Context: an optimization exercise on an open-source flow, tuned for small area. The choices shown serve that exercise and are no tape-out recipe. Only simulation tests tie the RTL to the original design; equivalence was not proved.

## trial 83
## Pong
module Pong #(
    parameter CLOCK_FREQ = 25000
)(
    input clock,
    input reset,
    input key0,
    input key1,
    input key2,
    input key3,
    output [6:0] segZero,
    output [6:0] segOne,
    output [6:0] segFour,
    output [6:0] segFive,
    output             resetApp,
    output             LT24Wr_n,
    output             LT24Rd_n,
    output             LT24CS_n,
    output             LT24RS,
    output             LT24Reset_n,
    output [15:0]      LT24Data,
    output             LT24LCDOn
);
Size: about 83 flip-flops, about 57 I/O pins, roughly 5800 um^2 of cells after synthesis.
clock: 12.0 ns
lec_check: 0
cap_margin: 20
core_margin: 2
core_utilization: 40
slew_margin: 20
standard.sh (not shown) runs the stock make flow with config.mk's settings and CLKGATE_MAP_FILE= SYNTH_SCRIPT=/design/flow/synth_recipe.tcl, a recipe that flattens the netlist after the stock synthesis.
==> flow/flow/run.sh <==
#!/bin/bash
# Layout flow: the standard layout (standard.sh, all ORFS steps and settings)
# with these changes:
#  - synthesis: the final ABC technology mapping uses the area-oriented script
#    flow/area.abc (3 minutes of &deepsyn, then area mapping) instead of ORFS's; the rest of synth_recipe.tcl is unchanged,
#    so the registers are the standard synthesis's;
#  - port buffering uses the smallest buffer cell (sky130_fd_sc_hd__buf_1);
#  - adders are left to ABC (ADDER_MAP_FILE empty) instead of being mapped to
#    half/full adder cells before it;
#  - clock tree: clkbuf_8 buffers and no dummy loads (CTS_ARGS).
# The make output goes to flow_make.log; ORFS writes each step's log under orfs/logs.
set -euo pipefail
W=$(pwd)
cat "$W/flow/abc_override.tcl" "$W/synth_recipe.tcl" > "$W/area_synth.tcl"
export AREA_ABC_SCRIPT="$W/flow/area.abc"
sed -e "s#SYNTH_SCRIPT=[^ ]*#SYNTH_SCRIPT=$W/area_synth.tcl 'BUFFER_PORTS_ARGS=-buffer_cell sky130_fd_sc_hd__buf_1' ADDER_MAP_FILE= 'CTS_ARGS=-sink_clustering_enable -repair_clock_nets -buf_list sky130_fd_sc_hd__clkbuf_8 -dont_use_dummy_load'#" \
    "$W/standard.sh" > "$W/area_standard.sh"
bash "$W/area_standard.sh" > "$W/flow_make.log" 2>&1
test -s "$W/out/final.def"
==> flow/flow/abc_override.tcl <==
# Run ABC's final technology mapping with an area-oriented script (AREA_ABC_SCRIPT)
# instead of ORFS's; everything else in the standard synthesis is unchanged.
proc abc {args} {
  set out {}
  set i 0
  while {$i < [llength $args]} {
    set a [lindex $args $i]
    if {$a eq "-script"} {
      incr i
      lappend out -script $::env(AREA_ABC_SCRIPT)
    } else {
      lappend out $a
    }
    incr i
  }
  yosys abc {*}$out
}
==> flow/flow/area.abc <==
strash
&get -n
&deepsyn -T 180 -S 3
&put
dch -f
amap
#### Input delta (trial 23 over trial 83)
--- a/flow/design.v
+++ b/flow/design.v
@@ -74,39 +74,34 @@
 end
 wire dispReset  = engineResetDly ||
                   (!pixLoop && xPix == 8'h37 && phase[3:2] == 2'b10 && !(phase[1] && phase[0]));
 wire appRun     = pixLoop || (xZero && phase != 4'd0);    
 wire pixMode    = pixLoop || (xZero && phase >= 4'd3);    
 wire sendRegion = xZero || (xPix[7:4] == 4'hF &&           
                   (xPix[3:0] > 4'd3 || (xPix[3:0] == 4'd3 && phase >= 4'd4)));
 assign resetApp    = engineResetDly || !appRun;
 assign LT24Reset_n = !dispReset;
 assign LT24CS_n    = 1'b0;
 assign LT24Rd_n    = 1'b1;
 assign LT24LCDOn   = 1'b1;
-reg [1:0] preTimer;
-reg [3:0] ballTimer;
-reg [4:0] padTimer;
+reg [5:0] padTimer, ballTimer;
 wire stepSlot    = (phase[1:0] == 2'd0);
 wire tickSlot    = (phase[1:0] == 2'd3);
-wire preWrap     = stepSlot && preTimer[1];                  
-wire tickBall    = tickSlot && preTimer == 2'd1 && ballTimer == 4'd7;
-wire tickPaddles = tickSlot && preTimer == 2'd1 && padTimer == 5'd9;
-always @(posedge clock) begin
-    if (engineReset || engineResetDly || preWrap) preTimer <= 2'd0;
-    else preTimer <= preTimer + {1'b0, stepSlot};
-    if (engineReset || engineResetDly || (preWrap && ballTimer == 4'd14)) ballTimer <= 4'd0;
-    else ballTimer <= ballTimer + {3'd0, preWrap};
-    if (engineReset || engineResetDly || (preWrap && padTimer[4] && padTimer[1])) padTimer <= 5'd0;    
-    else padTimer <= padTimer + {4'd0, preWrap};
+wire tickPaddles = tickSlot && (padTimer == 6'd28);
+wire tickBall    = tickSlot && (ballTimer == 6'd22);
+always @(posedge clock) begin
+    if (engineReset || engineResetDly || (stepSlot && padTimer[5:3] == 3'b111)) padTimer <= 6'd0;    
+    else padTimer <= padTimer + {5'd0, stepSlot};
+    if (engineReset || engineResetDly || (stepSlot && ballTimer[5] && ballTimer[3] && ballTimer[2])) ballTimer <= 6'd0;    
+    else ballTimer <= ballTimer + {5'd0, stepSlot};
 end
 reg [7:0] xBall;
 reg [7:0] yBallOff;    
 reg       xDir, yDir;
 reg [6:0] yPadROff, yPadLOff;    
 reg [3:0] scoreL, scoreR;
 wire       xDirNext, yDirNext;
 wire       padRUp, padRDown, padLUp, padLDown;
 reg        aiFlag, drawFlag;
 wire       aiFlagNext, drawFlagNext;
 always @(posedge clock) begin
     aiFlag   <= aiFlagNext;
@@ -236,31 +231,31 @@
     output       padRUp,
     output       padRDown,
     output       padLUp,
     output       padLDown
 );
 wire s0 = (slot == 2'd0);
 wire s1 = (slot == 2'd1);
 wire s2 = (slot == 2'd2);
 wire xSlot = s0 && drawGroup;
 wire       padSel = s2 ? xPix[7] : (!s0 && xBall[7]);
 wire [8:0] opA = (s1 || s2) ? yPix : (xSlot ? {1'b0, xPix} : {1'b0, yBallOff});
 wire [7:0] opB = s1 ? yBallOff : (xSlot ? xBall : {1'b0, (padSel ? yPadROff : yPadLOff)});
-wire [8:0] d   = opA - {1'b0, opB};
-wire padLe0 = (d >= 9'd392) || (d <= 9'd12);
-wire padGe0 = (d >= 9'd12) && (d <= 9'd139);
-wire in20   = (d >= 9'd504) || (d <= 9'd32);
-wire in4    = (d >= 9'd169) && (d <= 9'd177);
-wire in14   = (d >= 9'd171) && (d <= 9'd199);
-wire inX    = (d >= 9'd507) || (d <= 9'd3);
+wire [9:0] d   = {1'b0, opA} - {2'b0, opB};
+wire padLe0 = d[9] || (d <= 10'd12);
+wire padGe0 = !d[9] && (d >= 10'd12);
+wire in20   = d[9] ? (d >= 10'd1016) : (d <= 10'd32);
+wire in4    = (d >= 10'd169) && (d <= 10'd177);
+wire in14   = (d >= 10'd171) && (d <= 10'd199);
+wire inX    = d[9] ? (d >= 10'd1019) : (d <= 10'd3);
 wire x210  = (xBall == 8'd210);
 wire x30   = (xBall == 8'd30);
 wire x10   = (xBall == 8'd10);
 wire colR  = x210 && in20;
 wire colL  = x30 && in20;
 wire hc1   = (colR || colL) && padLe0;
 wire hc0   = (colR || (x10 && in20)) && padGe0;
 assign xDirNext = colR ? 1'b0 : (colL ? 1'b1 : xDir);
 wire yBallLow  = (yBallOff[7:1] == 7'd0);                       
 wire yBallHigh = yBallOff[7] && yBallOff[3] && yBallOff[1];     
 assign yDirNext = yDir ? !(hc1 || yBallHigh) : ((!hc1 && hc0) || yBallLow);
 assign aiFlagNext = (s0 && !drawGroup) ? padLe0 : aiFlag;
### Flow results
- Trial 23 ended with every stage complete and zero timing, DRC or antenna violations.
- Diff trial 83 -> trial 23: maximum resistive drop on vdd went up by 0.017 mV; worst-case setup margin in the final layout went down by 0.32 ns; clock sink count went up by about 1.2%; number of unique standard cell types used by synthesis went down by 3; final RePlAce weighted congestion went down by about 0.8%.
- Trial 23 vs trial 83 — number of design-rule violations left by the first detailed-router iteration climbed by more than a quarter

afterwards: timing with drivers on the ports:
How much do the figures lean on ideal ports? The routed layouts below were timed once more, with nothing changed but the port constraints. Step 1 assumes that a clkbuf_16 drives the clock port and a buf_2 every other input. Step 2 times the ports against the registers' clock, not the clock port: input delays grow and output delays shrink by t, the midpoint of the rising clock arrivals with the driver on. a / b / c = ideal ports / drivers / drivers and shift; a / b = the first two.
run | t, ns | setup WS [ns] | slew at the worst register clock pin (ns) | worst data-port slew with drivers (ns)
trial 83 | 0.400 | 4.573 / 4.535 / 4.935 | 0.09 / 0.09 | 0.03
trial 23 | 0.396 | 4.248 / 4.211 / 4.607 | 0.09 / 0.09 | 0.03
After both steps setup and hold are still met in every run listed.
